Background: an optimization exercise with open tools, aiming at small area and a short achievable clock period. Do not read the settings as production practice.
Only simulation tests tie the RTL to the original design; equivalence was not proved.
No activity file was given, so power comes from the tool's default toggle rates.

==> config.mk <==
export PLATFORM = sky130hd
export DESIGN_NAME = alu16bit
export DESIGN_NICKNAME = alu16bit
export VERILOG_FILES = /design/flow/design.v
export SDC_FILE = /design/flow/constraint.sdc
export NUM_CORES = 4
export LEC_CHECK = 0
export ABC_AREA = 0
export CAP_MARGIN = 20
export CORE_MARGIN = 2
export CORE_UTILIZATION = 60
export GPL_TIMING_DRIVEN = 0
export SLEW_MARGIN = 20
export SYNTH_HIERARCHICAL = 1
==> constraint.sdc <==
create_clock -name core_clock -period 7.2 [get_ports {clk}]
set_input_delay 1.4400 -clock core_clock [delete_from_list [all_inputs] [get_ports {clk}]]
set_output_delay 1.4400 -clock core_clock [all_outputs]
set_load 0.01 [all_outputs]
==> design.v <==
module alu16bit (
  input clk,
  input reset,
  input [2:0] operation,
  input [15:0] operand_A,
  input [15:0] operand_B,
  output reg [31:0] result,
  output reg carry_flag,
  output reg zero_flag
);
  wire [15:0] a = operand_A;
  wire [15:0] b = operand_B;
  wire is_add = ~reset & (operation == 3'd0);
  wire is_sub = ~reset & (operation == 3'd1);
  wire is_mul = ~reset & (operation == 3'd2);
  wire [15:0] m = is_mul ? b : {15'd0, is_add | is_sub};
  reg [15:0] cv;
  always @(*) begin
    if (reset) cv = 16'd0;
    else
    case (operation)
      3'd0: cv = b;
      3'd1: cv = ~b;
      3'd3: cv = a & b;
      3'd4: cv = a | b;
      3'd5: cv = ~(a & b);
      3'd6: cv = ~(a | b);
      3'd7: cv = a ^ b;
      default: cv = 16'd0;
    endcase
  end
  wire cin = is_sub;
  wire [15:0] cvn;
  wire t00 = ~(is_sub | (~reset & (operation == 3'd5 || operation == 3'd6)));
  wire t01 = ~(is_add | (~reset & (operation == 3'd4 || operation == 3'd5 || operation == 3'd7)));
  wire t10 = ~(is_sub | (~reset & (operation == 3'd4 || operation == 3'd5 || operation == 3'd7)));
  wire t11 = ~(is_add | (~reset & (operation == 3'd3 || operation == 3'd4)));
  genvar cb;
  generate for (cb = 0; cb < 16; cb = cb + 1) begin : g_cv
    cvbit ucv (a[cb], b[cb], t00, t01, t10, t11, cvn[cb]);
  end endgenerate
  wire is_sub_n = ~is_sub;
  wire [15:0] an = ~a;
  wire [15:0] mn = ~m;
  wire p1;
  nor2 up1 (an[0], mn[0], p1);
  wire p2;
  nor2 up2 (an[1], mn[0], p2);
  wire p3;
  nor2 up3 (an[2], mn[0], p3);
  wire p4;
  nor2 up4 (an[3], mn[0], p4);
  wire p5;
  nor2 up5 (an[4], mn[0], p5);
  wire p6;
  nor2 up6 (an[5], mn[0], p6);
  wire p7;
  nor2 up7 (an[6], mn[0], p7);
  wire p8;
  nor2 up8 (an[7], mn[0], p8);
  wire p9;
  nor2 up9 (an[8], mn[0], p9);
  wire p10;
  nor2 up10 (an[9], mn[0], p10);
  wire p11;
  nor2 up11 (an[10], mn[0], p11);
  wire p12;
  nor2 up12 (an[11], mn[0], p12);
  wire p13;
  nor2 up13 (an[12], mn[0], p13);
  wire p14;
  nor2 up14 (an[13], mn[0], p14);
  wire p15;
  nor2 up15 (an[14], mn[0], p15);
  wire p16;
  nor2 up16 (an[15], mn[0], p16);
  wire p17;
  o21ai up17 (an[0], mn[1], cvn[1], p17);
  wire p18;
  o21ai up18 (an[1], mn[1], cvn[2], p18);
  wire p19;
  o21ai up19 (an[2], mn[1], cvn[3], p19);
  wire p20;
  o21ai up20 (an[3], mn[1], cvn[4], p20);
  wire p21;
  o21ai up21 (an[4], mn[1], cvn[5], p21);
  wire p22;
  o21ai up22 (an[5], mn[1], cvn[6], p22);
  wire p23;
  o21ai up23 (an[6], mn[1], cvn[7], p23);
  wire p24;
  o21ai up24 (an[7], mn[1], cvn[8], p24);
  wire p25;
  o21ai up25 (an[8], mn[1], cvn[9], p25);
  wire p26;
  o21ai up26 (an[9], mn[1], cvn[10], p26);
  wire p27;
  o21ai up27 (an[10], mn[1], cvn[11], p27);
  wire p28;
  o21ai up28 (an[11], mn[1], cvn[12], p28);
  wire p29;
  o21ai up29 (an[12], mn[1], cvn[13], p29);
  wire p30;
  o21ai up30 (an[13], mn[1], cvn[14], p30);
  wire p31;
  o21ai up31 (an[14], mn[1], cvn[15], p31);
  wire p32;
  nor2 up32 (an[15], mn[1], p32);
  wire p33;
  nor2 up33 (an[0], mn[2], p33);
  wire p34;
  nor2 up34 (an[1], mn[2], p34);
  wire p35;
  nor2 up35 (an[2], mn[2], p35);
  wire p36;
  nor2 up36 (an[3], mn[2], p36);
  wire p37;
  nor2 up37 (an[4], mn[2], p37);
  wire p38;
  nor2 up38 (an[5], mn[2], p38);
  wire p39;
  nor2 up39 (an[6], mn[2], p39);
  wire p40;
  nor2 up40 (an[7], mn[2], p40);
  wire p41;
  nor2 up41 (an[8], mn[2], p41);
  wire p42;
  nor2 up42 (an[9], mn[2], p42);
  wire p43;
  nor2 up43 (an[10], mn[2], p43);
  wire p44;
  nor2 up44 (an[11], mn[2], p44);
  wire p45;
  nor2 up45 (an[12], mn[2], p45);
  wire p46;
  nor2 up46 (an[13], mn[2], p46);
  wire p47;
  nor2 up47 (an[14], mn[2], p47);
  wire p48;
  nor2 up48 (an[15], mn[2], p48);
  wire p49;
  nor2 up49 (an[0], mn[3], p49);
  wire p50;
  nor2 up50 (an[1], mn[3], p50);
  wire p51;
  nor2 up51 (an[2], mn[3], p51);
  wire p52;
  nor2 up52 (an[3], mn[3], p52);
  wire p53;
  nor2 up53 (an[4], mn[3], p53);
  wire p54;
  nor2 up54 (an[5], mn[3], p54);
  wire p55;
  nor2 up55 (an[6], mn[3], p55);
  wire p56;
  nor2 up56 (an[7], mn[3], p56);
  wire p57;
  nor2 up57 (an[8], mn[3], p57);
  wire p58;
  nor2 up58 (an[9], mn[3], p58);
  wire p59;
  nor2 up59 (an[10], mn[3], p59);
  wire p60;
  nor2 up60 (an[11], mn[3], p60);
  wire p61;
  nor2 up61 (an[12], mn[3], p61);
  wire p62;
  nor2 up62 (an[13], mn[3], p62);
  wire p63;
  nor2 up63 (an[14], mn[3], p63);
  wire p64;
  nor2 up64 (an[15], mn[3], p64);
  wire p65;
  nor2 up65 (an[0], mn[4], p65);
  wire p66;
  nor2 up66 (an[1], mn[4], p66);
  wire p67;
  nor2 up67 (an[2], mn[4], p67);
  wire p68;
  nor2 up68 (an[3], mn[4], p68);
  wire p69;
  nor2 up69 (an[4], mn[4], p69);
  wire p70;
  nor2 up70 (an[5], mn[4], p70);
  wire p71;
  nor2 up71 (an[6], mn[4], p71);
  wire p72;
  nor2 up72 (an[7], mn[4], p72);
  wire p73;
  nor2 up73 (an[8], mn[4], p73);
  wire p74;
  nor2 up74 (an[9], mn[4], p74);
  wire p75;
  nor2 up75 (an[10], mn[4], p75);
  wire p76;
  nor2 up76 (an[11], mn[4], p76);
  wire p77;
  nor2 up77 (an[12], mn[4], p77);
  wire p78;
  nor2 up78 (an[13], mn[4], p78);
  wire p79;
  nor2 up79 (an[14], mn[4], p79);
  wire p80;
  nor2 up80 (an[15], mn[4], p80);
  wire p81;
  nor2 up81 (an[0], mn[5], p81);
  wire p82;
  nor2 up82 (an[1], mn[5], p82);
  wire p83;
  nor2 up83 (an[2], mn[5], p83);
  wire p84;
  nor2 up84 (an[3], mn[5], p84);
  wire p85;
  nor2 up85 (an[4], mn[5], p85);
  wire p86;
  nor2 up86 (an[5], mn[5], p86);
  wire p87;
  nor2 up87 (an[6], mn[5], p87);
  wire p88;
  nor2 up88 (an[7], mn[5], p88);
  wire p89;
  nor2 up89 (an[8], mn[5], p89);
  wire p90;
  nor2 up90 (an[9], mn[5], p90);
  wire p91;
  nor2 up91 (an[10], mn[5], p91);
  wire p92;
  nor2 up92 (an[11], mn[5], p92);
  wire p93;
  nor2 up93 (an[12], mn[5], p93);
  wire p94;
  nor2 up94 (an[13], mn[5], p94);
  wire p95;
  nor2 up95 (an[14], mn[5], p95);
  wire p96;
  nor2 up96 (an[15], mn[5], p96);
  wire p97;
  nor2 up97 (an[0], mn[6], p97);
  wire p98;
  nor2 up98 (an[1], mn[6], p98);
  wire p99;
  nor2 up99 (an[2], mn[6], p99);
  wire p100;
  nor2 up100 (an[3], mn[6], p100);
  wire p101;
  nor2 up101 (an[4], mn[6], p101);
  wire p102;
  nor2 up102 (an[5], mn[6], p102);
  wire p103;
  nor2 up103 (an[6], mn[6], p103);
  wire p104;
  nor2 up104 (an[7], mn[6], p104);
  wire p105;
  nor2 up105 (an[8], mn[6], p105);
  wire p106;
  nor2 up106 (an[9], mn[6], p106);
  wire p107;
  nor2 up107 (an[10], mn[6], p107);
  wire p108;
  nor2 up108 (an[11], mn[6], p108);
  wire p109;
  nor2 up109 (an[12], mn[6], p109);
  wire p110;
  nor2 up110 (an[13], mn[6], p110);
  wire p111;
  nor2 up111 (an[14], mn[6], p111);
  wire p112;
  nor2 up112 (an[15], mn[6], p112);
  wire p113;
  nor2 up113 (an[0], mn[7], p113);
  wire p114;
  nor2 up114 (an[1], mn[7], p114);
  wire p115;
  nor2 up115 (an[2], mn[7], p115);
  wire p116;
  nor2 up116 (an[3], mn[7], p116);
  wire p117;
  nor2 up117 (an[4], mn[7], p117);
  wire p118;
  nor2 up118 (an[5], mn[7], p118);
  wire p119;
  nor2 up119 (an[6], mn[7], p119);
  wire p120;
  nor2 up120 (an[7], mn[7], p120);
  wire p121;
  nor2 up121 (an[8], mn[7], p121);
  wire p122;
  nor2 up122 (an[9], mn[7], p122);
  wire p123;
  nor2 up123 (an[10], mn[7], p123);
  wire p124;
  nor2 up124 (an[11], mn[7], p124);
  wire p125;
  nor2 up125 (an[12], mn[7], p125);
  wire p126;
  nor2 up126 (an[13], mn[7], p126);
  wire p127;
  nor2 up127 (an[14], mn[7], p127);
  wire p128;
  nor2 up128 (an[15], mn[7], p128);
  wire p129;
  nor2 up129 (an[0], mn[8], p129);
  wire p130;
  nor2 up130 (an[1], mn[8], p130);
  wire p131;
  nor2 up131 (an[2], mn[8], p131);
  wire p132;
  nor2 up132 (an[3], mn[8], p132);
  wire p133;
  nor2 up133 (an[4], mn[8], p133);
  wire p134;
  nor2 up134 (an[5], mn[8], p134);
  wire p135;
  nor2 up135 (an[6], mn[8], p135);
  wire p136;
  nor2 up136 (an[7], mn[8], p136);
  wire p137;
  nor2 up137 (an[8], mn[8], p137);
  wire p138;
  nor2 up138 (an[9], mn[8], p138);
  wire p139;
  nor2 up139 (an[10], mn[8], p139);
  wire p140;
  nor2 up140 (an[11], mn[8], p140);
  wire p141;
  nor2 up141 (an[12], mn[8], p141);
  wire p142;
  nor2 up142 (an[13], mn[8], p142);
  wire p143;
  nor2 up143 (an[14], mn[8], p143);
  wire p144;
  nor2 up144 (an[15], mn[8], p144);
  wire p145;
  nor2 up145 (an[0], mn[9], p145);
  wire p146;
  nor2 up146 (an[1], mn[9], p146);
  wire p147;
  nor2 up147 (an[2], mn[9], p147);
  wire p148;
  nor2 up148 (an[3], mn[9], p148);
  wire p149;
  nor2 up149 (an[4], mn[9], p149);
  wire p150;
  nor2 up150 (an[5], mn[9], p150);
  wire p151;
  nor2 up151 (an[6], mn[9], p151);
  wire p152;
  nor2 up152 (an[7], mn[9], p152);
  wire p153;
  nor2 up153 (an[8], mn[9], p153);
  wire p154;
  nor2 up154 (an[9], mn[9], p154);
  wire p155;
  nor2 up155 (an[10], mn[9], p155);
  wire p156;
  nor2 up156 (an[11], mn[9], p156);
  wire p157;
  nor2 up157 (an[12], mn[9], p157);
  wire p158;
  nor2 up158 (an[13], mn[9], p158);
  wire p159;
  nor2 up159 (an[14], mn[9], p159);
  wire p160;
  nor2 up160 (an[15], mn[9], p160);
  wire p161;
  nor2 up161 (an[0], mn[10], p161);
  wire p162;
  nor2 up162 (an[1], mn[10], p162);
  wire p163;
  nor2 up163 (an[2], mn[10], p163);
  wire p164;
  nor2 up164 (an[3], mn[10], p164);
  wire p165;
  nor2 up165 (an[4], mn[10], p165);
  wire p166;
  nor2 up166 (an[5], mn[10], p166);
  wire p167;
  nor2 up167 (an[6], mn[10], p167);
  wire p168;
  nor2 up168 (an[7], mn[10], p168);
  wire p169;
  nor2 up169 (an[8], mn[10], p169);
  wire p170;
  nor2 up170 (an[9], mn[10], p170);
  wire p171;
  nor2 up171 (an[10], mn[10], p171);
  wire p172;
  nor2 up172 (an[11], mn[10], p172);
  wire p173;
  nor2 up173 (an[12], mn[10], p173);
  wire p174;
  nor2 up174 (an[13], mn[10], p174);
  wire p175;
  nor2 up175 (an[14], mn[10], p175);
  wire p176;
  nor2 up176 (an[15], mn[10], p176);
  wire p177;
  nor2 up177 (an[0], mn[11], p177);
  wire p178;
  nor2 up178 (an[1], mn[11], p178);
  wire p179;
  nor2 up179 (an[2], mn[11], p179);
  wire p180;
  nor2 up180 (an[3], mn[11], p180);
  wire p181;
  nor2 up181 (an[4], mn[11], p181);
  wire p182;
  nor2 up182 (an[5], mn[11], p182);
  wire p183;
  nor2 up183 (an[6], mn[11], p183);
  wire p184;
  nor2 up184 (an[7], mn[11], p184);
  wire p185;
  nor2 up185 (an[8], mn[11], p185);
  wire p186;
  nor2 up186 (an[9], mn[11], p186);
  wire p187;
  nor2 up187 (an[10], mn[11], p187);
  wire p188;
  nor2 up188 (an[11], mn[11], p188);
  wire p189;
  nor2 up189 (an[12], mn[11], p189);
  wire p190;
  nor2 up190 (an[13], mn[11], p190);
  wire p191;
  nor2 up191 (an[14], mn[11], p191);
  wire p192;
  nor2 up192 (an[15], mn[11], p192);
  wire p193;
  nor2 up193 (an[0], mn[12], p193);
  wire p194;
  nor2 up194 (an[1], mn[12], p194);
  wire p195;
  nor2 up195 (an[2], mn[12], p195);
  wire p196;
  nor2 up196 (an[3], mn[12], p196);
  wire p197;
  nor2 up197 (an[4], mn[12], p197);
  wire p198;
  nor2 up198 (an[5], mn[12], p198);
  wire p199;
  nor2 up199 (an[6], mn[12], p199);
  wire p200;
  nor2 up200 (an[7], mn[12], p200);
  wire p201;
  nor2 up201 (an[8], mn[12], p201);
  wire p202;
  nor2 up202 (an[9], mn[12], p202);
  wire p203;
  nor2 up203 (an[10], mn[12], p203);
  wire p204;
  nor2 up204 (an[11], mn[12], p204);
  wire p205;
  nor2 up205 (an[12], mn[12], p205);
  wire p206;
  nor2 up206 (an[13], mn[12], p206);
  wire p207;
  nor2 up207 (an[14], mn[12], p207);
  wire p208;
  nor2 up208 (an[15], mn[12], p208);
  wire p209;
  nor2 up209 (an[0], mn[13], p209);
  wire p210;
  nor2 up210 (an[1], mn[13], p210);
  wire p211;
  nor2 up211 (an[2], mn[13], p211);
  wire p212;
  nor2 up212 (an[3], mn[13], p212);
  wire p213;
  nor2 up213 (an[4], mn[13], p213);
  wire p214;
  nor2 up214 (an[5], mn[13], p214);
  wire p215;
  nor2 up215 (an[6], mn[13], p215);
  wire p216;
  nor2 up216 (an[7], mn[13], p216);
  wire p217;
  nor2 up217 (an[8], mn[13], p217);
  wire p218;
  nor2 up218 (an[9], mn[13], p218);
  wire p219;
  nor2 up219 (an[10], mn[13], p219);
  wire p220;
  nor2 up220 (an[11], mn[13], p220);
  wire p221;
  nor2 up221 (an[12], mn[13], p221);
  wire p222;
  nor2 up222 (an[13], mn[13], p222);
  wire p223;
  nor2 up223 (an[14], mn[13], p223);
  wire p224;
  nor2 up224 (an[15], mn[13], p224);
  wire p225;
  nor2 up225 (an[0], mn[14], p225);
  wire p226;
  nor2 up226 (an[1], mn[14], p226);
  wire p227;
  nor2 up227 (an[2], mn[14], p227);
  wire p228;
  nor2 up228 (an[3], mn[14], p228);
  wire p229;
  nor2 up229 (an[4], mn[14], p229);
  wire p230;
  nor2 up230 (an[5], mn[14], p230);
  wire p231;
  nor2 up231 (an[6], mn[14], p231);
  wire p232;
  nor2 up232 (an[7], mn[14], p232);
  wire p233;
  nor2 up233 (an[8], mn[14], p233);
  wire p234;
  nor2 up234 (an[9], mn[14], p234);
  wire p235;
  nor2 up235 (an[10], mn[14], p235);
  wire p236;
  nor2 up236 (an[11], mn[14], p236);
  wire p237;
  nor2 up237 (an[12], mn[14], p237);
  wire p238;
  nor2 up238 (an[13], mn[14], p238);
  wire p239;
  nor2 up239 (an[14], mn[14], p239);
  wire p240;
  nor2 up240 (an[15], mn[14], p240);
  wire p241;
  nor2 up241 (an[0], mn[15], p241);
  wire p242;
  o21ai up242 (an[1], mn[15], is_sub_n, p242);
  wire p243;
  o21ai up243 (an[2], mn[15], is_sub_n, p243);
  wire p244;
  o21ai up244 (an[3], mn[15], is_sub_n, p244);
  wire p245;
  o21ai up245 (an[4], mn[15], is_sub_n, p245);
  wire p246;
  o21ai up246 (an[5], mn[15], is_sub_n, p246);
  wire p247;
  o21ai up247 (an[6], mn[15], is_sub_n, p247);
  wire p248;
  o21ai up248 (an[7], mn[15], is_sub_n, p248);
  wire p249;
  o21ai up249 (an[8], mn[15], is_sub_n, p249);
  wire p250;
  o21ai up250 (an[9], mn[15], is_sub_n, p250);
  wire p251;
  o21ai up251 (an[10], mn[15], is_sub_n, p251);
  wire p252;
  o21ai up252 (an[11], mn[15], is_sub_n, p252);
  wire p253;
  o21ai up253 (an[12], mn[15], is_sub_n, p253);
  wire p254;
  o21ai up254 (an[13], mn[15], is_sub_n, p254);
  wire p255;
  o21ai up255 (an[14], mn[15], is_sub_n, p255);
  wire p256;
  o21ai up256 (an[15], mn[15], is_sub_n, p256);
  wire n257, n258;
  ha un257 (p14, p44, n257, n258);
  wire n259, n260;
  fa un259 (p15, p45, p60, n259, n260);
  wire n261, n262;
  ha un261 (p75, p90, n261, n262);
  wire n263, n264;
  fa un263 (p16, p46, p61, n263, n264);
  wire n265, n266;
  fa un265 (p76, p91, p106, n265, n266);
  wire n267, n268;
  ha un267 (p121, p136, n267, n268);
  wire n269, n270;
  fa un269 (p32, p47, p62, n269, n270);
  wire n271, n272;
  fa un271 (p77, p92, p107, n271, n272);
  wire n273, n274;
  ha un273 (p122, p137, n273, n274);
  wire n275, n276;
  fa un275 (p48, p63, p78, n275, n276);
  wire n277, n278;
  fa un277 (p93, p108, p123, n277, n278);
  wire n279, n280;
  fa un279 (p64, p79, p94, n279, n280);
  wire n281, n282;
  ha un281 (p10, p40, n281, n282);
  wire n283, n284;
  fa un283 (p11, p41, p56, n283, n284);
  wire n285, n286;
  ha un285 (p71, p86, n285, n286);
  wire n287, n288;
  fa un287 (p12, p42, p57, n287, n288);
  wire n289, n290;
  fa un289 (p72, p87, p102, n289, n290);
  wire n291, n292;
  ha un291 (p117, p132, n291, n292);
  wire n293, n294;
  fa un293 (p13, p43, p58, n293, n294);
  wire n295, n296;
  fa un295 (p73, p88, p103, n295, n296);
  wire n297, n298;
  fa un297 (p118, p133, p148, n297, n298);
  wire n299, n300;
  ha un299 (p163, p178, n299, n300);
  wire n301, n302;
  fa un301 (p59, p74, p89, n301, n302);
  wire n303, n304;
  fa un303 (p104, p119, p134, n303, n304);
  wire n305, n306;
  fa un305 (p149, p164, p179, n305, n306);
  wire n307, n308;
  fa un307 (p194, p209, p29, n307, n308);
  wire n309, n310;
  fa un309 (p105, p120, p135, n309, n310);
  wire n311, n312;
  fa un311 (p150, p165, p180, n311, n312);
  wire n313, n314;
  fa un313 (p195, p210, p225, n313, n314);
  wire n315, n316;
  fa un315 (p30, n258, n261, n315, n316);
  wire n317, n318;
  fa un317 (p151, p166, p181, n317, n318);
  wire n319, n320;
  fa un319 (p196, p211, p226, n319, n320);
  wire n321, n322;
  fa un321 (p241, p31, n262, n321, n322);
  wire n323, n324;
  fa un323 (n267, n260, n263, n323, n324);
  wire n325, n326;
  fa un325 (p152, p167, p182, n325, n326);
  wire n327, n328;
  fa un327 (p197, p212, p227, n327, n328);
  wire n329, n330;
  fa un329 (p242, n268, n273, n329, n330);
  wire n331, n332;
  fa un331 (n264, n266, n269, n331, n332);
  wire n333, n334;
  fa un333 (p138, p153, p168, n333, n334);
  wire n335, n336;
  fa un335 (p183, p198, p213, n335, n336);
  wire n337, n338;
  fa un337 (p228, p243, n274, n337, n338);
  wire n339, n340;
  fa un339 (n270, n272, n275, n339, n340);
  wire n341, n342;
  fa un341 (p109, p124, p139, n341, n342);
  wire n343, n344;
  fa un343 (p154, p169, p184, n343, n344);
  wire n345, n346;
  fa un345 (p199, p214, p229, n345, n346);
  wire n347, n348;
  fa un347 (p244, n276, n278, n347, n348);
  wire n349, n350;
  fa un349 (p80, p95, p110, n349, n350);
  wire n351, n352;
  fa un351 (p125, p140, p155, n351, n352);
  wire n353, n354;
  fa un353 (p170, p185, p200, n353, n354);
  wire n355, n356;
  fa un355 (p215, p230, p245, n355, n356);
  wire n357, n358;
  fa un357 (p96, p111, p126, n357, n358);
  wire n359, n360;
  fa un359 (p141, p156, p171, n359, n360);
  wire n361, n362;
  fa un361 (p186, p201, p216, n361, n362);
  wire n363, n364;
  fa un363 (p112, p127, p142, n363, n364);
  wire n365, n366;
  fa un365 (p157, p172, p187, n365, n366);
  wire n367, n368;
  fa un367 (p128, p143, p158, n367, n368);
  wire n369, n370;
  ha un369 (p7, p37, n369, n370);
  wire n371, n372;
  fa un371 (p8, p38, p53, n371, n372);
  wire n373, n374;
  ha un373 (p68, p83, n373, n374);
  wire n375, n376;
  fa un375 (p9, p39, p54, n375, n376);
  wire n377, n378;
  fa un377 (p69, p84, p99, n377, n378);
  wire n379, n380;
  ha un379 (p114, p129, n379, n380);
  wire n381, n382;
  fa un381 (p55, p70, p85, n381, n382);
  wire n383, n384;
  fa un383 (p100, p115, p130, n383, n384);
  wire n385, n386;
  fa un385 (p145, p25, n281, n385, n386);
  wire n387, n388;
  fa un387 (p101, p116, p131, n387, n388);
  wire n389, n390;
  fa un389 (p146, p161, p26, n389, n390);
  wire n391, n392;
  fa un391 (n282, n285, n283, n391, n392);
  wire n393, n394;
  fa un393 (p147, p162, p177, n393, n394);
  wire n395, n396;
  fa un395 (p27, n286, n291, n395, n396);
  wire n397, n398;
  fa un397 (n284, n287, n289, n397, n398);
  wire n399, n400;
  fa un399 (p193, p28, n292, n399, n400);
  wire n401, n402;
  fa un401 (n299, n288, n290, n401, n402);
  wire n403, n404;
  fa un403 (n293, n295, n297, n403, n404);
  wire n405, n406;
  fa un405 (n300, n257, n294, n405, n406);
  wire n407, n408;
  fa un407 (n296, n298, n301, n407, n408);
  wire n409, n410;
  fa un409 (n303, n305, n307, n409, n410);
  wire n411, n412;
  fa un411 (n302, n304, n306, n411, n412);
  wire n413, n414;
  fa un413 (n308, n259, n309, n413, n414);
  wire n415, n416;
  fa un415 (n311, n313, n315, n415, n416);
  wire n417, n418;
  fa un417 (n310, n312, n314, n417, n418);
  wire n419, n420;
  fa un419 (n265, n317, n319, n419, n420);
  wire n421, n422;
  fa un421 (n316, n321, n323, n421, n422);
  wire n423, n424;
  fa un423 (n318, n320, n271, n423, n424);
  wire n425, n426;
  fa un425 (n325, n327, n322, n425, n426);
  wire n427, n428;
  fa un427 (n329, n324, n331, n427, n428);
  wire n429, n430;
  fa un429 (n326, n328, n277, n429, n430);
  wire n431, n432;
  fa un431 (n333, n335, n330, n431, n432);
  wire n433, n434;
  fa un433 (n337, n332, n339, n433, n434);
  wire n435, n436;
  fa un435 (n334, n336, n279, n435, n436);
  wire n437, n438;
  fa un437 (n341, n343, n345, n437, n438);
  wire n439, n440;
  fa un439 (n338, n340, n347, n439, n440);
  wire n441, n442;
  fa un441 (n342, n344, n346, n441, n442);
  wire n443, n444;
  fa un443 (n280, n349, n351, n443, n444);
  wire n445, n446;
  fa un445 (n353, n355, n348, n445, n446);
  wire n447, n448;
  fa un447 (p231, p246, n350, n447, n448);
  wire n449, n450;
  fa un449 (n352, n354, n356, n449, n450);
  wire n451, n452;
  fa un451 (n357, n359, n361, n451, n452);
  wire n453, n454;
  fa un453 (p202, p217, p232, n453, n454);
  wire n455, n456;
  fa un455 (p247, n358, n360, n455, n456);
  wire n457, n458;
  fa un457 (n362, n363, n365, n457, n458);
  wire n459, n460;
  fa un459 (p173, p188, p203, n459, n460);
  wire n461, n462;
  fa un461 (p218, p233, p248, n461, n462);
  wire n463, n464;
  fa un463 (n364, n366, n367, n463, n464);
  wire n465, n466;
  fa un465 (p144, p159, p174, n465, n466);
  wire n467, n468;
  fa un467 (p189, p204, p219, n467, n468);
  wire n469, n470;
  fa un469 (p234, p249, n368, n469, n470);
  wire n471, n472;
  fa un471 (p160, p175, p190, n471, n472);
  wire n473, n474;
  fa un473 (p205, p220, p235, n473, n474);
  wire n475, n476;
  fa un475 (p176, p191, p206, n475, n476);
  wire n477, n478;
  ha un477 (p5, p35, n477, n478);
  wire n479, n480;
  fa un479 (p6, p36, p51, n479, n480);
  wire n481, n482;
  ha un481 (p66, p81, n481, n482);
  wire n483, n484;
  fa un483 (p52, p67, p82, n483, n484);
  wire n485, n486;
  fa un485 (p97, p22, n369, n485, n486);
  wire n487, n488;
  fa un487 (p98, p113, p23, n487, n488);
  wire n489, n490;
  fa un489 (n370, n373, n371, n489, n490);
  wire n491, n492;
  fa un491 (p24, n374, n379, n491, n492);
  wire n493, n494;
  fa un493 (n372, n375, n377, n493, n494);
  wire n495, n496;
  fa un495 (n380, n376, n378, n495, n496);
  wire n497, n498;
  fa un497 (n381, n383, n385, n497, n498);
  wire n499, n500;
  fa un499 (n382, n384, n387, n499, n500);
  wire n501, n502;
  fa un501 (n389, n386, n391, n501, n502);
  wire n503, n504;
  fa un503 (n388, n390, n393, n503, n504);
  wire n505, n506;
  fa un505 (n395, n392, n397, n505, n506);
  wire n507, n508;
  fa un507 (n394, n396, n399, n507, n508);
  wire n509, n510;
  fa un509 (n398, n401, n403, n509, n510);
  wire n511, n512;
  fa un511 (n400, n402, n404, n511, n512);
  wire n513, n514;
  fa un513 (n405, n407, n409, n513, n514);
  wire n515, n516;
  fa un515 (n406, n408, n411, n515, n516);
  wire n517, n518;
  fa un517 (n410, n413, n415, n517, n518);
  wire n519, n520;
  fa un519 (n412, n414, n417, n519, n520);
  wire n521, n522;
  fa un521 (n419, n416, n421, n521, n522);
  wire n523, n524;
  fa un523 (n418, n420, n423, n523, n524);
  wire n525, n526;
  fa un525 (n425, n422, n427, n525, n526);
  wire n527, n528;
  fa un527 (n424, n429, n426, n527, n528);
  wire n529, n530;
  fa un529 (n431, n428, n433, n529, n530);
  wire n531, n532;
  fa un531 (n430, n435, n437, n531, n532);
  wire n533, n534;
  fa un533 (n432, n434, n439, n533, n534);
  wire n535, n536;
  fa un535 (n436, n438, n441, n535, n536);
  wire n537, n538;
  fa un537 (n443, n445, n440, n537, n538);
  wire n539, n540;
  fa un539 (n442, n444, n447, n539, n540);
  wire n541, n542;
  fa un541 (n449, n451, n446, n541, n542);
  wire n543, n544;
  fa un543 (n453, n448, n450, n543, n544);
  wire n545, n546;
  fa un545 (n452, n455, n457, n545, n546);
  wire n547, n548;
  fa un547 (n454, n459, n461, n547, n548);
  wire n549, n550;
  fa un549 (n456, n458, n463, n549, n550);
  wire n551, n552;
  fa un551 (n460, n462, n465, n551, n552);
  wire n553, n554;
  fa un553 (n467, n464, n469, n553, n554);
  wire n555, n556;
  fa un555 (p250, n466, n468, n555, n556);
  wire n557, n558;
  fa un557 (n471, n473, n470, n557, n558);
  wire n559, n560;
  fa un559 (p221, p236, p251, n559, n560);
  wire n561, n562;
  fa un561 (n472, n474, n475, n561, n562);
  wire n563, n564;
  fa un563 (p192, p207, p222, n563, n564);
  wire n565, n566;
  fa un565 (p237, p252, n476, n565, n566);
  wire n567, n568;
  fa un567 (p208, p223, p238, n567, n568);
  wire n569, n570;
  ha un569 (p4, p34, n569, n570);
  wire n571, n572;
  fa un571 (p50, p65, p20, n571, n572);
  wire n573, n574;
  fa un573 (p21, n478, n481, n573, n574);
  wire n575, n576;
  fa un575 (n482, n480, n483, n575, n576);
  wire n577, n578;
  fa un577 (n484, n487, n486, n577, n578);
  wire n579, n580;
  fa un579 (n488, n491, n490, n579, n580);
  wire n581, n582;
  fa un581 (n492, n494, n495, n581, n582);
  wire n583, n584;
  fa un583 (n496, n499, n498, n583, n584);
  wire n585, n586;
  fa un585 (n500, n503, n502, n585, n586);
  wire n587, n588;
  fa un587 (n504, n507, n506, n587, n588);
  wire n589, n590;
  fa un589 (n508, n510, n511, n589, n590);
  wire n591, n592;
  fa un591 (n512, n515, n514, n591, n592);
  wire n593, n594;
  fa un593 (n516, n519, n518, n593, n594);
  wire n595, n596;
  fa un595 (n520, n523, n522, n595, n596);
  wire n597, n598;
  fa un597 (n524, n527, n526, n597, n598);
  wire n599, n600;
  fa un599 (n528, n531, n533, n599, n600);
  wire n601, n602;
  fa un601 (n532, n535, n534, n601, n602);
  wire n603, n604;
  fa un603 (n536, n539, n538, n603, n604);
  wire n605, n606;
  fa un605 (n540, n543, n545, n605, n606);
  wire n607, n608;
  fa un607 (n547, n544, n546, n607, n608);
  wire n609, n610;
  fa un609 (n548, n551, n550, n609, n610);
  wire n611, n612;
  fa un611 (n552, n555, n557, n611, n612);
  wire n613, n614;
  fa un613 (n559, n556, n561, n613, n614);
  wire n615, n616;
  fa un615 (n560, n563, n562, n615, n616);
  wire n617, n618;
  fa un617 (p253, n564, n567, n617, n618);
  wire n619, n620;
  fa un619 (p224, p239, p254, n619, n620);
  wire n621, n622;
  ha un621 (p3, p33, n621, n622);
  wire n623, n624;
  fa un623 (p49, p19, n569, n623, n624);
  wire n625, n626;
  fa un625 (n570, n477, n571, n625, n626);
  wire n627, n628;
  fa un627 (n572, n479, n573, n627, n628);
  wire n629, n630;
  fa un629 (n574, n485, n575, n629, n630);
  wire n631, n632;
  fa un631 (n576, n489, n577, n631, n632);
  wire n633, n634;
  fa un633 (n493, n578, n579, n633, n634);
  wire n635, n636;
  fa un635 (n497, n580, n581, n635, n636);
  wire n637, n638;
  fa un637 (n582, n501, n583, n637, n638);
  wire n639, n640;
  fa un639 (n505, n584, n585, n639, n640);
  wire n641, n642;
  fa un641 (n509, n586, n587, n641, n642);
  wire n643, n644;
  fa un643 (n513, n588, n589, n643, n644);
  wire n645, n646;
  fa un645 (n517, n590, n591, n645, n646);
  wire n647, n648;
  fa un647 (n592, n521, n593, n647, n648);
  wire n649, n650;
  fa un649 (n525, n594, n595, n649, n650);
  wire n651, n652;
  fa un651 (n529, n596, n597, n651, n652);
  wire n653, n654;
  fa un653 (n530, n598, n599, n653, n654);
  wire n655, n656;
  fa un655 (n537, n600, n601, n655, n656);
  wire n657, n658;
  fa un657 (n541, n602, n603, n657, n658);
  wire n659, n660;
  fa un659 (n542, n605, n604, n659, n660);
  wire n661, n662;
  fa un661 (n549, n607, n606, n661, n662);
  wire n663, n664;
  fa un663 (n553, n608, n609, n663, n664);
  wire n665, n666;
  fa un665 (n554, n610, n611, n665, n666);
  wire n667, n668;
  fa un667 (n558, n613, n612, n667, n668);
  wire n669, n670;
  fa un669 (n565, n614, n615, n669, n670);
  wire n671, n672;
  fa un671 (n566, n617, n616, n671, n672);
  wire n673, n674;
  fa un673 (n568, n619, n618, n673, n674);
  wire n675, n676;
  fa un675 (p240, p255, n620, n675, n676);
  wire n677, n678;
  fa un677 (cin, p1, cv[0], n677, n678);
  wire n679, n680;
  fa un679 (p2, p17, n678, n679, n680);
  wire n681, n682;
  fa un681 (p18, n621, n680, n681, n682);
  wire n683, n684;
  fa un683 (n622, n623, n682, n683, n684);
  wire n685, n686;
  fa un685 (n624, n625, n684, n685, n686);
  wire n687, n688;
  fa un687 (n626, n627, n686, n687, n688);
  wire n689, n690;
  ha un689 (n628, n629, n689, n690);
  wire n691, n692;
  ha un691 (n630, n631, n691, n692);
  wire n693, n694;
  ha un693 (n632, n633, n693, n694);
  wire n695, n696;
  ha un695 (n634, n635, n695, n696);
  wire n697, n698;
  ha un697 (n636, n637, n697, n698);
  wire n699, n700;
  ha un699 (n638, n639, n699, n700);
  wire n701, n702;
  ha un701 (n640, n641, n701, n702);
  wire n703, n704;
  ha un703 (n642, n643, n703, n704);
  wire n705, n706;
  ha un705 (n644, n645, n705, n706);
  wire n707, n708;
  ha un707 (n646, n647, n707, n708);
  wire n709, n710;
  ha un709 (n648, n649, n709, n710);
  wire n711, n712;
  ha un711 (n650, n651, n711, n712);
  wire n713, n714;
  ha un713 (n652, n653, n713, n714);
  wire n715, n716;
  ha un715 (n654, n655, n715, n716);
  wire n717, n718;
  ha un717 (n656, n657, n717, n718);
  wire n719, n720;
  ha un719 (n658, n659, n719, n720);
  wire n721, n722;
  ha un721 (n660, n661, n721, n722);
  wire n723, n724;
  ha un723 (n662, n663, n723, n724);
  wire n725, n726;
  ha un725 (n664, n665, n725, n726);
  wire n727, n728;
  ha un727 (n666, n667, n727, n728);
  wire n729, n730;
  ha un729 (n668, n669, n729, n730);
  wire n731, n732;
  ha un731 (n670, n671, n731, n732);
  wire n733, n734;
  ha un733 (n672, n673, n733, n734);
  wire n735, n736;
  ha un735 (n674, n675, n735, n736);
  wire n737, n738;
  ha un737 (n676, p256, n737, n738);
  wire n739;
  aoi21 un739 (n689, n688, n690, n739);
  wire n740;
  aoi21 un740 (n693, n692, n694, n740);
  wire n741;
  nand2 un741 (n693, n691, n741);
  wire n742;
  aoi21 un742 (n697, n696, n698, n742);
  wire n743;
  nand2 un743 (n697, n695, n743);
  wire n744;
  aoi21 un744 (n701, n700, n702, n744);
  wire n745;
  nand2 un745 (n701, n699, n745);
  wire n746;
  aoi21 un746 (n705, n704, n706, n746);
  wire n747;
  nand2 un747 (n705, n703, n747);
  wire n748;
  aoi21 un748 (n709, n708, n710, n748);
  wire n749;
  nand2 un749 (n709, n707, n749);
  wire n750;
  aoi21 un750 (n713, n712, n714, n750);
  wire n751;
  nand2 un751 (n713, n711, n751);
  wire n752;
  aoi21 un752 (n717, n716, n718, n752);
  wire n753;
  nand2 un753 (n717, n715, n753);
  wire n754;
  aoi21 un754 (n721, n720, n722, n754);
  wire n755;
  nand2 un755 (n721, n719, n755);
  wire n756;
  aoi21 un756 (n725, n724, n726, n756);
  wire n757;
  nand2 un757 (n725, n723, n757);
  wire n758;
  aoi21 un758 (n729, n728, n730, n758);
  wire n759;
  nand2 un759 (n729, n727, n759);
  wire n760;
  aoi21 un760 (n733, n732, n734, n760);
  wire n761;
  nand2 un761 (n733, n731, n761);
  wire n762;
  aoi21 un762 (n737, n736, n738, n762);
  wire n763;
  nand2 un763 (n737, n735, n763);
  wire n764;
  oai21 un764 (n741, n739, n740, n764);
  wire n765;
  oai21 un765 (n745, n742, n744, n765);
  wire n766;
  nor2 un766 (n745, n743, n766);
  wire n767;
  oai21 un767 (n749, n746, n748, n767);
  wire n768;
  nor2 un768 (n749, n747, n768);
  wire n769;
  oai21 un769 (n753, n750, n752, n769);
  wire n770;
  nor2 un770 (n753, n751, n770);
  wire n771;
  oai21 un771 (n757, n754, n756, n771);
  wire n772;
  nor2 un772 (n757, n755, n772);
  wire n773;
  oai21 un773 (n761, n758, n760, n773);
  wire n774;
  nor2 un774 (n761, n759, n774);
  wire n775;
  aoi21 un775 (n766, n764, n765, n775);
  wire n776;
  aoi21 un776 (n770, n767, n769, n776);
  wire n777;
  nand2 un777 (n770, n768, n777);
  wire n778;
  aoi21 un778 (n774, n771, n773, n778);
  wire n779;
  nand2 un779 (n774, n772, n779);
  wire n780;
  oai21 un780 (n777, n775, n776, n780);
  wire n781;
  inv1 un781 (n780, n781);
  wire n782;
  oai21 un782 (n779, n781, n778, n782);
  wire n783;
  inv1 un783 (n775, n783);
  wire n784;
  aoi21 un784 (n768, n783, n767, n784);
  wire n785;
  aoi21 un785 (n772, n780, n771, n785);
  wire n786;
  inv1 un786 (n764, n786);
  wire n787;
  oai21 un787 (n743, n786, n742, n787);
  wire n788;
  oai21 un788 (n747, n775, n746, n788);
  wire n789;
  oai21 un789 (n751, n784, n750, n789);
  wire n790;
  inv1 un790 (n780, n790);
  wire n791;
  oai21 un791 (n755, n790, n754, n791);
  wire n792;
  oai21 un792 (n759, n785, n758, n792);
  wire n793;
  inv1 un793 (n782, n793);
  wire n794;
  oai21 un794 (n763, n793, n762, n794);
  wire n795;
  inv1 un795 (n739, n795);
  wire n796;
  aoi21 un796 (n691, n795, n692, n796);
  wire n797;
  aoi21 un797 (n695, n764, n696, n797);
  wire n798;
  aoi21 un798 (n699, n787, n700, n798);
  wire n799;
  inv1 un799 (n775, n799);
  wire n800;
  aoi21 un800 (n703, n799, n704, n800);
  wire n801;
  aoi21 un801 (n707, n788, n708, n801);
  wire n802;
  inv1 un802 (n784, n802);
  wire n803;
  aoi21 un803 (n711, n802, n712, n803);
  wire n804;
  aoi21 un804 (n715, n789, n716, n804);
  wire n805;
  aoi21 un805 (n719, n780, n720, n805);
  wire n806;
  aoi21 un806 (n723, n791, n724, n806);
  wire n807;
  inv1 un807 (n785, n807);
  wire n808;
  aoi21 un808 (n727, n807, n728, n808);
  wire n809;
  aoi21 un809 (n731, n792, n732, n809);
  wire n810;
  aoi21 un810 (n735, n782, n736, n810);
  wire n811;
  aoi21 un811 (is_sub, n794, 1'b0, n811);
  wire n812;
  xor2 un812 (n689, n688, n812);
  wire n813;
  xnor2 un813 (n691, n739, n813);
  wire n814;
  xnor2 un814 (n693, n796, n814);
  wire n815;
  xor2 un815 (n695, n764, n815);
  wire n816;
  xnor2 un816 (n697, n797, n816);
  wire n817;
  xor2 un817 (n699, n787, n817);
  wire n818;
  xnor2 un818 (n701, n798, n818);
  wire n819;
  xnor2 un819 (n703, n775, n819);
  wire n820;
  xnor2 un820 (n705, n800, n820);
  wire n821;
  xor2 un821 (n707, n788, n821);
  wire n822;
  xnor2 un822 (n709, n801, n822);
  wire n823;
  xnor2 un823 (n711, n784, n823);
  wire n824;
  xnor2 un824 (n713, n803, n824);
  wire n825;
  xor2 un825 (n715, n789, n825);
  wire n826;
  xnor2 un826 (n717, n804, n826);
  wire n827;
  xor2 un827 (n719, n780, n827);
  wire n828;
  xnor2 un828 (n721, n805, n828);
  wire n829;
  xor2 un829 (n723, n791, n829);
  wire n830;
  xnor2 un830 (n725, n806, n830);
  wire n831;
  xnor2 un831 (n727, n785, n831);
  wire n832;
  xnor2 un832 (n729, n808, n832);
  wire n833;
  xor2 un833 (n731, n792, n833);
  wire n834;
  xnor2 un834 (n733, n809, n834);
  wire n835;
  xor2 un835 (n735, n782, n835);
  wire n836;
  xnor2 un836 (n737, n810, n836);
  wire n837;
  xor2 un837 (is_sub, n794, n837);
  wire [31:0] s = {n837, n836, n835, n834, n833, n832, n831, n830, n829, n828, n827, n826, n825, n824, n823, n822, n821, n820, n819, n818, n817, n816, n815, n814, n813, n812, n687, n685, n683, n681, n679, n677};
  wire borrow = is_sub & s[16];
  wire zero_lo = (s[15:0] == 16'd0);
  wire zero_mul = (a == 16'd0) | (b == 16'd0);
  wire [31:0] r = s;
  wire z = ~reset & (is_mul ? zero_mul : zero_lo);
  always @(posedge clk) begin
    result     <= r;
    carry_flag <= borrow;
    zero_flag  <= z;
  end
endmodule
module fa (input a, input b, input c, output s, output co);
  assign s = a ^ b ^ c;
  assign co = (a & b) | (a & c) | (b & c);
endmodule
module ha (input a, input b, output s, output co);
  assign s = a ^ b;
  assign co = a & b;
endmodule
module xor2 (input a, input b, output y);
  assign y = a ^ b;
endmodule
module xnor2 (input a, input b, output y);
  assign y = ~(a ^ b);
endmodule
module nand2 (input a, input b, output y);
  assign y = ~(a & b);
endmodule
module nor2 (input a, input b, output y);
  assign y = ~(a | b);
endmodule
module inv1 (input a, output y);
  assign y = ~a;
endmodule
module cvbit (input a, input b, input t00, input t01, input t10, input t11, output y);
  assign y = a ? (b ? t11 : t10) : (b ? t01 : t00);
endmodule
module aoi21 (input a, input b, input c, output y);
  assign y = ~((a & b) | c);
endmodule
module o21ai (input a, input b, input c, output y);
  assign y = ~((a | b) & c);
endmodule
module oai21 (input a, input b, input c, output y);
  assign y = ~((a | b) & c);
endmodule
==> flow/run.sh <==
#!/bin/bash
# The standard layout, with the port buffers made of plain buffers (sky130
# buf_1, which the resizer may upsize) instead of the delay-cell buffers that
# buffer_ports picks by default.
set -euo pipefail
export BUFFER_PORTS_ARGS="-buffer_cell sky130_fd_sc_hd__buf_1"
bash standard.sh > standard.log 2>&1
==> standard.sh <==
#!/bin/bash
# synth_recipe.tcl (not shown) runs the flow's synth.tcl, then flattens the netlist and writes it again
# the make line also repeats each setting of config.mk as NAME=value (left out here)
make -C /OpenROAD-flow-scripts/flow DESIGN_CONFIG=/design/flow/config.mk WORK_HOME=/design/flow/orfs CLKGATE_MAP_FILE= SYNTH_SCRIPT=/design/flow/synth_recipe.tcl "${@:-finish}"
==> results of run 1 <==
[report_power, final]
| part | leakage, nW | internal [mW] | total, mW | switching [mW] |
|---|---|---|---|---|
| Combinational | 3.87 | 0.144 | 0.390 | 0.246 |
| Sequential | 0.282 | 0.227 | 0.236 | 0.00918 |
| Clock | 0.0708 | 0.129 | 0.222 | 0.0933 |
| Total | 4.22 | 0.500 | 0.848 | 0.349 |
[worst min path at each step]
stage	startpoint	to	slack, ns	depth (start not counted)
final	reset	result[31]	1.54	3
after floorplan	operand_B[15]	zero_flag	1.72	4
after global routing	reset	result[31]	1.58	3
after detailed placement	result[23]	result[23]	1.82	1
after global placement	result[25]	result[25]	1.83	1
after CTS	reset	result[31]	1.59	3
[kinds of logic (layout without fill, tap and decap cells)]
| family | Yosys count | in the layout | share of synthesized area (%) |
|---|---|---|---|
| adders and majority gates | 243 | 243 | 59.1 |
| xor gates and xnor gates | 26 | 26 | 2.96 |
| DFF | 34 | 34 | 8.84 |
| buffers and inverters | 32 | 111 | 1.87 |
| and+or+nand+nor | 291 | 291 | 15.5 |
| muxes | 16 | 16 | 4.52 |
| AOI/OAI and AO/OA | 84 | 84 | 7.26 |
[metrics by stage]
step | std cells | total power [mW] | TNS, ns | util, %
final | 977 | 0.848 | 0 | 67.1
after global routing | 977 | 0.910 | -0.0337 | 67.1
after CTS | 975 | 0.853 | 0 | 66.6
after detailed placement | 965 | 0.624 | -7.26 | 65.0
after global placement | 965 | 0.614 | -5.25 | 65.0
after floorplan | 726 | 0.497 | 0 | -
[timing repair]
item                       in CTS  in global routing
hold buffers                    0                  0
buffers inserted                2                  2
pin swaps                       1                  0
setup endpoints to repair      11                  7
gates resized for setup        15                 12
[routing by layer]
| metal | GRT usage (%) | vias up | part of all wire, % |
|---|---|---|---|
| met2 | 55.1 | 306 | 51 |
| li1 | - | 2524 | - |
| met1 | 43.6 | 3123 | 38 |
| met4 | 16.2 | 0 | 4.0 |
| met5 | 0 | - | 0 |
| met3 | 6.90 | 71 | 7.3 |
[synth_stat cells, drive strengths merged]
cell type    n
buf          4
a21oi       32
o21bai       1
mux2i        1
o21ai       45
nor3         2
o22ai        1
dfxtp       34
inv         28
fa         201
nand3        1
xnor2       16
a21o         1
nand2       31
a2111oi      1
ha          42
nand4        3
nor4        12
nor2       235
a311oi       1
a211o        1
xor2        10
and2         1
mux4        15
o21a         1
nand2b       5
or2          1
[modules after synthesis (local to each module, per instance)]
module | cells | cell area [sq um]
nor2 | 1 | 3.75
inv1 | 1 | 3.75
cvbit | 1 | 22.5
ha | 1 | 12.5
xnor2 | 1 | 8.76
alu16bit | 116 | 1170
o21ai | 1 | 5.00
fa | 1 | 20.0
nand2 | 1 | 3.75
oai21 | 1 | 5.00
xor2 | 1 | 8.76
aoi21 | 1 | 8.76
[layout make-up]
type | count | area (sq um)
Clock inverter | 2 | 13.8
Tap cell | 172 | 215
Multi-Input combinational cell | 660 | 6970
Fill cell | 1007 | 4130
Sequential cell | 34 | 681
Inverter | 28 | 109
Clock buffer | 6 | 129
Buffer | 4 | 38.8
Timing Repair Buffer | 71 | 283
[state kept, by name (all words and copies together) (netlist names)]
signal,cells
carry_flag,1
zero_flag,1
result,32
[critical path: stages]
cell	delay [ns]
clkbuf_2	0.19
nand2b_4	0.09
nor3_4	0.18
buf_4	0.18
buf_6	0.18
nand2_2	0.29
nor2_1	0.20
ha_1	0.27
fa_1	0.56
fa_1	0.45
fa_1	0.39
fa_1	0.50
fa_1	0.44
ha_1	0.36
nand2_1	0.12
nor2_2	0.23
nand2_1	0.13
o21ai_4	0.29
inv_1	0.09
o21ai_2	0.22
inv_1	0.06
o21ai_1	0.15
xor2_1	0.08
==> impl_metrics.env, run 1 <==
export IMPL_drt_antenna_violating_nets=0
export IMPL_worst_slew_pin_slew_ns=0.751
export IMPL_required_ns=7.36
export IMPL_fp_coreArea_sq_mm=0.0126
export IMPL_placedInstanceArea_sq_mm=0.00817
export IMPL_max_freq_mhz=143
export IMPL_port_buffers=67
export IMPL_status="complete, no violations"
export IMPL_place_gp_congestion=0.967
export IMPL_clkSinkCount=34
export IMPL_root_buffer="clkbuf_16"
export IMPL_ios=71
export IMPL_final_nets=1084
export IMPL_power_density_mw_per_mm2=101
export IMPL_clockBufferDepth=2
export IMPL_rows=41
export IMPL_syn_cell_area_sq_mm=0.00770
export IMPL_cap_violations=0
export IMPL_chipHeight_um=117
export IMPL_mostFrequentLayoutCells="nor2_1 (234), fa_1 (201), buf_1 (66)"
export IMPL_clk_pin_slew_ns=0.06
export IMPL_dp_hpwl_um=16300
export IMPL_synth_area_leaders="fa_1 (52%), nor2_1 (11%), dfxtp_1 (8.8%)"
export IMPL_syn_nets=1006
export IMPL_slew_viol_final=0
export IMPL_grt_ovfl_total=0
export IMPL_synth_top_area_share_pct=52.3
export IMPL_grt_antenna_before_repair=0
export IMPL_wire_per_inst_um=21.6
export IMPL_cp_end_kind="flop"
export IMPL_hp_class="input port to flop"
export IMPL_fin_crit_sh_pct=96.8
export IMPL_h_tree_depth=2
export IMPL_fin_area_sq_mm=0.00844
export IMPL_cts_tree="yes"
export IMPL_peakVddDrop_mv=0.0795
export IMPL_synthCells=726
export IMPL_crit_path_end="result[31]"
export IMPL_die_w_um=117
export IMPL_grt_total_usage_pct=33.8
export IMPL_remaining_drc_errors=0
export IMPL_die_area_sq_mm=0.0138
export IMPL_crit_start="operation[1]"
export IMPL_hold_viol=0
export IMPL_start_util_pct=61.3
export IMPL_ys_types=33
export IMPL_preCtsSetupSlack_ns=-0.874
export IMPL_synth_seq_cells=34
export IMPL_drive_above_1_share_pct=10.8
export IMPL_drtIter0Drc=466
export IMPL_setup_viol=0
export IMPL_grt_max_degree=18
export IMPL_via_count=6024
export IMPL_dr_pass1_iters=5
export IMPL_viasPerCell=6.17
export IMPL_area_delta_synth_final_pct=9.57
export IMPL_cts_made_buffers=5
export IMPL_crit_type="input port to flop"
export IMPL_grt_pass1_vias=6672
export IMPL_synth_top_cell_by_area="fa_1"
export IMPL_synth_area_per_cell_sq_um=10.6
export IMPL_crit_path_max_fanout=16
export IMPL_n_antenna_cell=0
export IMPL_leakage_nw=4.22
export IMPL_layout_setup_ws_ns=0.230
export IMPL_slew_headroom_pct=49.9
export IMPL_grt_pass1_wl_um=34200
export IMPL_yosysWarningCount=7
export IMPL_wl_um=21100
export IMPL_synth_seq_area_share_pct=8.84
export IMPL_layout_commonest_cell="nor2_1"
export IMPL_arrival_ns=7.13
export IMPL_cp_start_kind="input port"
export IMPL_post_route_min_period_ns=6.97
export IMPL_fin_hold_ws_ns=1.54
==> run 2: changes to the inputs <==
--- a/config.mk
+++ b/config.mk
@@ -8,7 +8,8 @@
 export ABC_AREA = 0
 export CAP_MARGIN = 20
 export CORE_MARGIN = 2
-export CORE_UTILIZATION = 60
+export CORE_UTILIZATION = 40
+export CTS_BUF_LIST = sky130_fd_sc_hd__clkbuf_8
 export GPL_TIMING_DRIVEN = 0
 export SLEW_MARGIN = 20
 export SYNTH_HIERARCHICAL = 1
==> run 2 against run 1 <==
  * Still clean on timing, DRC and antenna
  * First-iteration DRC count shrank 17%
  * Via count shrank 2.2%
  * Synthesized cell count unchanged
  * Clock power hardly changed
  * Largest cell class unchanged
  * Largest power group unchanged
==> impl_metrics.env, run 2 <==
export IMPL_status="complete, no violations"
export IMPL_place_gp_congestion=0.890
export IMPL_async_reset_ff_share_pct=0
export IMPL_start_util_pct=41.0
export IMPL_setup_viol=0
export IMPL_max_freq_mhz=144
export IMPL_slew_viol_final=0
export IMPL_drtIter0Drc=389
export IMPL_synth_most_common_cell="nor2_1"
export IMPL_synthTopCellsByCount="nor2_1 (235), fa_1 (201), o21ai_1 (44)"
export IMPL_reg_largest_list="result: 32 flops, carry_flag: 1 flops, zero_flag: 1 flops"
export IMPL_grt_pass1_wl_um=34800
export IMPL_rsz0062_at_grt="false"
export IMPL_fin_crit_sh_pct=96.3
export IMPL_synth_area_leaders="fa_1 (52%), nor2_1 (11%), dfxtp_1 (8.8%)"
export IMPL_hold_buffers=0
export IMPL_cts_made_buffers=5
export IMPL_largest_register_ff_count=32
export IMPL_setup_tns_final_ns=0
export IMPL_dp_hpwl_um=16100
export IMPL_synth_top_area_share_pct=52.3
export IMPL_via_count=5892
export IMPL_cp_start_kind="input port"
export IMPL_grt_antenna_before_repair=0
export IMPL_wire_per_inst_um=20.7
export IMPL_port_buffers=67
export IMPL_leakage_nw=4.23
export IMPL_finalPower_mw=0.841
export IMPL_wl_um=21500
export IMPL_drive_above_1_share_pct=10.8
export IMPL_die_w_um=143
export IMPL_synth_top_cell_by_area="fa_1"
export IMPL_grt_max_degree=18
export IMPL_arrival_ns=7.18
export IMPL_drt_antenna_violating_nets=0
export IMPL_crit_start="operand_A[0]"
export IMPL_clkSinkCount=34
export IMPL_viasPerCell=5.67
export IMPL_crit_path_max_fanout=17
export IMPL_worst_slew_pin_slew_ns=0.755
export IMPL_final_nets=1084
export IMPL_ys_types=33
export IMPL_grt_total_usage_pct=22.6
export IMPL_hp_class="input port to flop"
export IMPL_power_density_mw_per_mm2=98.7
export IMPL_chipHeight_um=143
export IMPL_hold_viol=0
export IMPL_syn_cell_area_sq_mm=0.00770
export IMPL_slew_headroom_pct=49.6
export IMPL_preCtsSetupSlack_ns=-0.825
export IMPL_synth_seq_cells=34
export IMPL_fin_cells=1040
export IMPL_grt_ovfl_total=0
export IMPL_synth_area_per_cell_sq_um=10.6
export IMPL_synth_edf_count=0
export IMPL_rows=50
export IMPL_post_route_min_period_ns=6.93
export IMPL_ios=71
export IMPL_dp_cells=1027
export IMPL_layout_commonest_cell="nor2_1"
export IMPL_cap_violations=0
export IMPL_yosysWarningCount=7
export IMPL_die_area_sq_mm=0.0204
export IMPL_h_tree_depth=2
export IMPL_grt_pass1_vias=6554
export IMPL_ys_flop_type="dfxtp_1"
export IMPL_synthCells=726
export IMPL_crit_type="input port to flop"
export IMPL_regMostFlops="result"
export IMPL_crit_path_end="zero_flag"
export IMPL_syn_nets=1006
export IMPL_cts_tree="yes"
export IMPL_clk_pin_slew_ns=0.09
export IMPL_peakVddDrop_mv=0.0859
export IMPL_hold_path_depth=3
export IMPL_required_ns=7.45
export IMPL_dr_pass1_iters=5
export IMPL_mostFrequentLayoutCells="nor2_1 (235), fa_1 (201), buf_1 (66)"
export IMPL_root_buffer="clkbuf_8"
export IMPL_remaining_drc_errors=0
export IMPL_cp_end_kind="flop"
export IMPL_clockBufferDepth=2
export IMPL_synth_seq_area_share_pct=8.84
export IMPL_fp_coreArea_sq_mm=0.0188
export IMPL_layout_setup_ws_ns=0.270
export IMPL_area_delta_synth_final_pct=10.6
==> run 2: cell count changes in the layout (fill, tap and decap cells not counted), sizes merged <==
cell and delta:
inv +1, diode +1, clkbuf -1, bufinv +2, clkinv -1, clkinvlp -1
==> run 2: logic make-up (layout without fill, tap and decap cells) <==
group                      after synthesis  after routing  share of synthesized area [%]
AOI/OAI and AO/OA                       84             84                           7.26
xor gates and xnor gates                26             26                           2.96
adders and majority gates              243            243                           59.1
buffers and inverters                   32            111                           1.87
DFF                                     34             34                           8.84
muxes                                   16             16                           4.52
other                                    0              1                              0
and+or+nand+nor                        291            291                           15.5
==> run 2: cell type report <==
type,count,area (sq um)
buffer,4,38.8
clock buffer,5,68.8
tap,234,293
clock inverter,3,68.8
antenna,1,2.50
inverter,28,105
multi-input combinational,660,6960
fill,1792,10300
timing repair buffer,71,295
sequential,34,681
==> run 2: critical path, cell delays in order <==
cell and delay [ns]:
buf_1 0.10, inv_1 0.49, ha_1 0.34, o22ai_1 0.21
a2111oi_2 0.10, fa_1 0.39, fa_1 0.40, fa_1 0.39
fa_1 0.39, fa_1 0.40, fa_1 0.43, a21oi_2 0.25
o21ai_1 0.22, a21oi_2 0.55, inv_1 0.11, a21oi_2 0.15
xnor2_1 0.16, nor4_1 0.20, nand4_1 0.15, nor4_2 0.16
o21a_1 0.13
==> run 2: how the worst min path moves through the flow <==
stage	startpoint	end
after floorplan	operand_B[15]	zero_flag
after global placement	result[16]	result[16]
after detailed placement	result[14]	result[14]
after CTS	reset	result[31]
after global routing	reset	carry_flag
final	reset	carry_flag
==> run 2: where the power goes <==
| group | internal, mW | switching, mW |
|---|---|---|
| Combinational | 0.142 | 0.241 |
| Sequential | 0.227 | 0.00778 |
| Clock | 0.139 | 0.0844 |
| Total | 0.507 | 0.333 |
==> run 2: stage by stage <==
stage	hold slack [ns]	cell area, sq um	util, %
after global placement	1.83	8240	43.9
after CTS	1.56	8460	45.1
after global routing	1.54	8510	45.4
after detailed placement	1.82	8240	43.9
after floorplan	1.72	7700	-
final	1.54	8520	45.4
==> run 2: metal layers <==
layer,routed length (um),up-vias,GRT usage [%]
met5,0,-,0
met4,583,0,7.19
met3,1480,40,3.66
met2,10700,256,38.1
met1,8780,3069,30.1
li1,-,2527,-
==> run 2: repair_timing <==
action,in CTS,in global routing
pin swaps,1,0
setup endpoints to repair,10,9
resized for setup,12,14
buffers inserted,4,0
==> run 2: modules after synthesis, one instance, submodules excluded, excerpt <==
| module | area, sq um | cells |
|---|---|---|
| fa | 20.0 | 1 |
| nor2 | 3.75 | 1 |
| o21ai | 5.00 | 1 |
| oai21 | 5.00 | 1 |
| xnor2 | 8.76 | 1 |
| cvbit | 22.5 | 1 |
| alu16bit | 1170 | 116 |
==> run 3: changes to the inputs <==
--- a/config.mk
+++ b/config.mk
@@ -9,7 +9,6 @@
 export CAP_MARGIN = 20
 export CORE_MARGIN = 2
 export CORE_UTILIZATION = 40
-export CTS_BUF_LIST = sky130_fd_sc_hd__clkbuf_8
-export GPL_TIMING_DRIVEN = 0
+export GPL_TIMING_DRIVEN = 1
 export SLEW_MARGIN = 20
 export SYNTH_HIERARCHICAL = 1
==> run 3 against run 2 <==
  * Still clean on timing, DRC and antenna
  * Utilization increased by 0.75 points
  * Critical path depth increased by 2
  * Sequential share of layout area decreased by 0.13 points
  * Clock power decreased by 2%
  * Combinational power increased by 2%
  * Die area unchanged
  * Via count increased by 2.0%
  * Sequential power about the same
  * Sequential cell count unchanged
  * Non-clock buffer count increased by 35
  * First-iteration DRC count decreased by 6.2%
  * Total power increased by 0.20%
  * Critical path type unchanged
  * Critical endpoint is now result[31]
  * Highest routed layer unchanged
==> impl_metrics.env, run 3 <==
export IMPL_status="complete, no violations"
export IMPL_hp_class="input port to flop"
export IMPL_syn_cell_area_sq_mm=0.00770
export IMPL_die_area_sq_mm=0.0204
export IMPL_regMostFlops="result"
export IMPL_hold_buffers=0
export IMPL_hold_path_depth=5
export IMPL_drive_above_1_share_pct=11.8
export IMPL_wl_um=22100
export IMPL_cts_tree="yes"
export IMPL_cp_start_kind="input port"
export IMPL_ios=71
export IMPL_start_util_pct=41.0
export IMPL_required_ns=7.42
export IMPL_remaining_drc_errors=0
export IMPL_cpLargestDelayFamily="adder cells"
export IMPL_path_common_cell="fa_1"
export IMPL_clockBufferDepth=2
export IMPL_hold_start="operand_A[5]"
export IMPL_post_cts_setup_buffer_count=0
export IMPL_root_buffer="clkbuf_16"
export IMPL_seq_area_sq_um=681
export IMPL_rows=50
export IMPL_die_w_um=143
export IMPL_arrival_ns=7.10
export IMPL_synth_area_per_cell_sq_um=10.6
export IMPL_drt_antenna_violating_nets=0
export IMPL_post_route_min_period_ns=6.88
export IMPL_clkSinkCount=34
export IMPL_clk_pin_slew_ns=0.06
export IMPL_largest_register_ff_count=32
export IMPL_async_reset_ff_share_pct=0
export IMPL_synth_seq_area_share_pct=8.84
export IMPL_slowest_stage="fa_1"
export IMPL_drtIter0Drc=365
export IMPL_wire_per_inst_um=20.6
export IMPL_synth_most_common_cell="nor2_1"
export IMPL_crit_start="operation[1]"
export IMPL_fp_coreArea_sq_mm=0.0188
export IMPL_synth_seq_cells=34
export IMPL_synthCells=726
export IMPL_synthTopCellsByCount="nor2_1 (235), fa_1 (201), o21ai_1 (44)"
export IMPL_slew_viol_final=0
export IMPL_finalPower_mw=0.842
export IMPL_port_buffers=70
export IMPL_grt_ovfl_total=0
export IMPL_grt_antenna_before_repair=0
export IMPL_grt_pass1_wl_um=35500
export IMPL_synth_top_cell_by_area="fa_1"
export IMPL_n_fill_cell=1801
export IMPL_cp_end_kind="flop"
export IMPL_grt_pass1_vias=6600
export IMPL_max_freq_mhz=145
export IMPL_dp_hpwl_um=18000
export IMPL_place_gp_congestion=0.878
export IMPL_setup_viol=0
export IMPL_yosysWarningCount=7
export IMPL_n_antenna_cell=0
export IMPL_fin_crit_sh_pct=95.6
export IMPL_synth_area_leaders="fa_1 (52%), nor2_1 (11%), dfxtp_1 (8.8%)"
export IMPL_max_stage_delay_ns=0.55
export IMPL_slew_headroom_pct=54.1
export IMPL_mostFrequentLayoutCells="nor2_1 (235), fa_1 (201), buf_1 (70)"
export IMPL_h_tree_depth=2
export IMPL_crit_type="input port to flop"
export IMPL_power_density_mw_per_mm2=97.3
export IMPL_worstHoldEndpoint="zero_flag"
export IMPL_setup_tns_final_ns=0
export IMPL_ys_types=33
export IMPL_rsz0062_at_grt="false"
export IMPL_peakVddDrop_mv=0.0835
export IMPL_grt_max_degree=17
export IMPL_worst_slew_pin_slew_ns=0.687
export IMPL_synth_top_area_share_pct=52.3
export IMPL_hold_viol=0
export IMPL_reg_largest_list="result: 32 flops, carry_flag: 1 flops, zero_flag: 1 flops"
export IMPL_syn_nets=1006
export IMPL_dr_pass1_iters=6
export IMPL_multi_input_area_sq_mm=0.00687
export IMPL_leakage_nw=4.31
export IMPL_area_delta_synth_final_pct=12.5
export IMPL_critical_path_cell_chain="buf_1, nand2b_4, nor3_4, buf_4, nand2_1, nor2_1, ha_1, fa_1, fa_1, fa_1, fa_1, fa_1, ha_1, nand2_1, nor2_1, nand2_1, o21ai_1, buf_4, inv_1, o21ai_1, inv_1, o21ai_1, xor2_1"
export IMPL_layout_commonest_cell="nor2_1"
export IMPL_via_count=6008
export IMPL_chipHeight_um=143
export IMPL_cts_resized=0
export IMPL_grt_total_usage_pct=23.0
export IMPL_viasPerCell=5.59
export IMPL_cap_violations=0
export IMPL_crit_path_max_fanout=14
export IMPL_crit_buf_inv=5
export IMPL_final_nets=1119
export IMPL_ys_flop_type="dfxtp_1"
export IMPL_synth_edf_count=0
export IMPL_cts_made_buffers=5
-- run 3: cell count changes in the layout (fill, tap and decap cells not counted), sizes merged --
cell	previous run	this run
bufinv	2	0
clkinv	1	2
buf	74	110
diode	1	0
-- run 3: modules after synthesis, one instance, submodules excluded, a selection --
module | flip-flops and latches | cell area (sq um) | copies in the design
nand2 | 0 | 3.75 | 14
aoi21 | 0 | 8.76 | 30
cvbit | 0 | 22.5 | 15
fa | 0 | 20.0 | 201
xnor2 | 0 | 8.76 | 16
alu16bit | 34 | 1170 | 1
ha | 0 | 12.5 | 40
-- run 3: cell type report --
| cell class | instances | share of cell area (%) |
|---|---|---|
| sequential | 34 | 7.86 |
| clock buffer | 6 | 1.49 |
| inverter | 28 | 1.21 |
| clock inverter | 2 | 0.159 |
| multi-input combinational | 660 | 79.4 |
| timing repair buffer | 110 | 6.50 |
| tap | 234 | 3.38 |
-- run 3: where the power goes --
group          switching (mW)  internal (mW)  total (mW)
sequential            0.00855          0.227       0.236
clock                  0.0894          0.128       0.218
combinational           0.239          0.150       0.389
total                   0.337          0.505       0.842
-- run 3: how the worst max path moves through the flow --
stage / slack (ns) / end / cells past startpoint
finish: 0.32 / result[31] / 23
floorplan: 0.37 / result[31] / 21
detailed placement: 0.06 / result[31] / 23
global placement: 0.13 / result[31] / 23
CTS: 0.35 / result[31] / 23
global route: 0.006 / result[31] / 23
-- run 3: per-layer routing --
| metal | routed length [um] | share of wire, % | global-route usage (%) |
|---|---|---|---|
| met4 | 733 | 3.3 | 7.82 |
| met2 | 11200 | 51 | 39.6 |
| met5 | 0 | 0 | 0 |
| met1 | 8790 | 40 | 29.9 |
| met3 | 1410 | 6.4 | 3.35 |
-- run 3: cells by family after synthesis --
| kind of cell | share of synthesized area [%] |
|---|---|
| AO/OA/AOI/OAI | 7.26 |
| XOR/XNOR | 2.96 |
| adder cells (fa/ha/maj) | 59.1 |
| buffers and inverters | 1.87 |
| flip-flops | 8.84 |
| multiplexers | 4.52 |
| AND/OR/NAND/NOR | 15.5 |
-- run 3: per-stage QoR --
step / setup WS (ns) / hold WS [ns] / instance area (sq um) / util, % / cells
floorplan: 0.369 / 1.72 / 7700 / - / 726
global placement: 0.131 / 1.83 / 8520 / 45.4 / 1066
detailed placement: 0.0625 / 1.82 / 8520 / 45.4 / 1066
CTS: 0.347 / 1.68 / 8660 / 46.1 / 1074
global route: 0.00612 / 1.73 / 8660 / 46.1 / 1074
finish: 0.318 / 1.69 / 8660 / 46.1 / 1074

afterwards: timing with drivers on the ports:
How much do the figures lean on ideal ports? The routed layouts below were timed once more, with nothing changed but the port constraints.
Step 1 assumes that a clkbuf_16 drives the clock port and a buf_2 every other input.
Step 2 times the ports against the registers' clock, not the clock port: input delays grow and output delays shrink by t, the midpoint of the rising clock arrivals with the driver on.
Slacks: ideal ports / drivers / drivers and shift; pairs: ideal ports / drivers.
| run | t, ns | setup WS [ns] | worst setup path after step 2 | worst data-port slew with drivers (ns) |
|---|---|---|---|---|
| run 1 | 0.326 | 0.230 / 0.241 / -0.085 | input to register | 0.04 |
| run 2 | 0.343 | 0.270 / 0.289 / -0.054 | input to register | 0.04 |
| run 3 | 0.326 | 0.318 / 0.333 / 0.008 | input to register | 0.04 |
With both steps, setup timing fails in run 1 and run 2, where it was met with ideal ports. The setup slack of run 2, which loses most, moves by +0.019 ns with the drivers and by -0.324 ns with both steps.
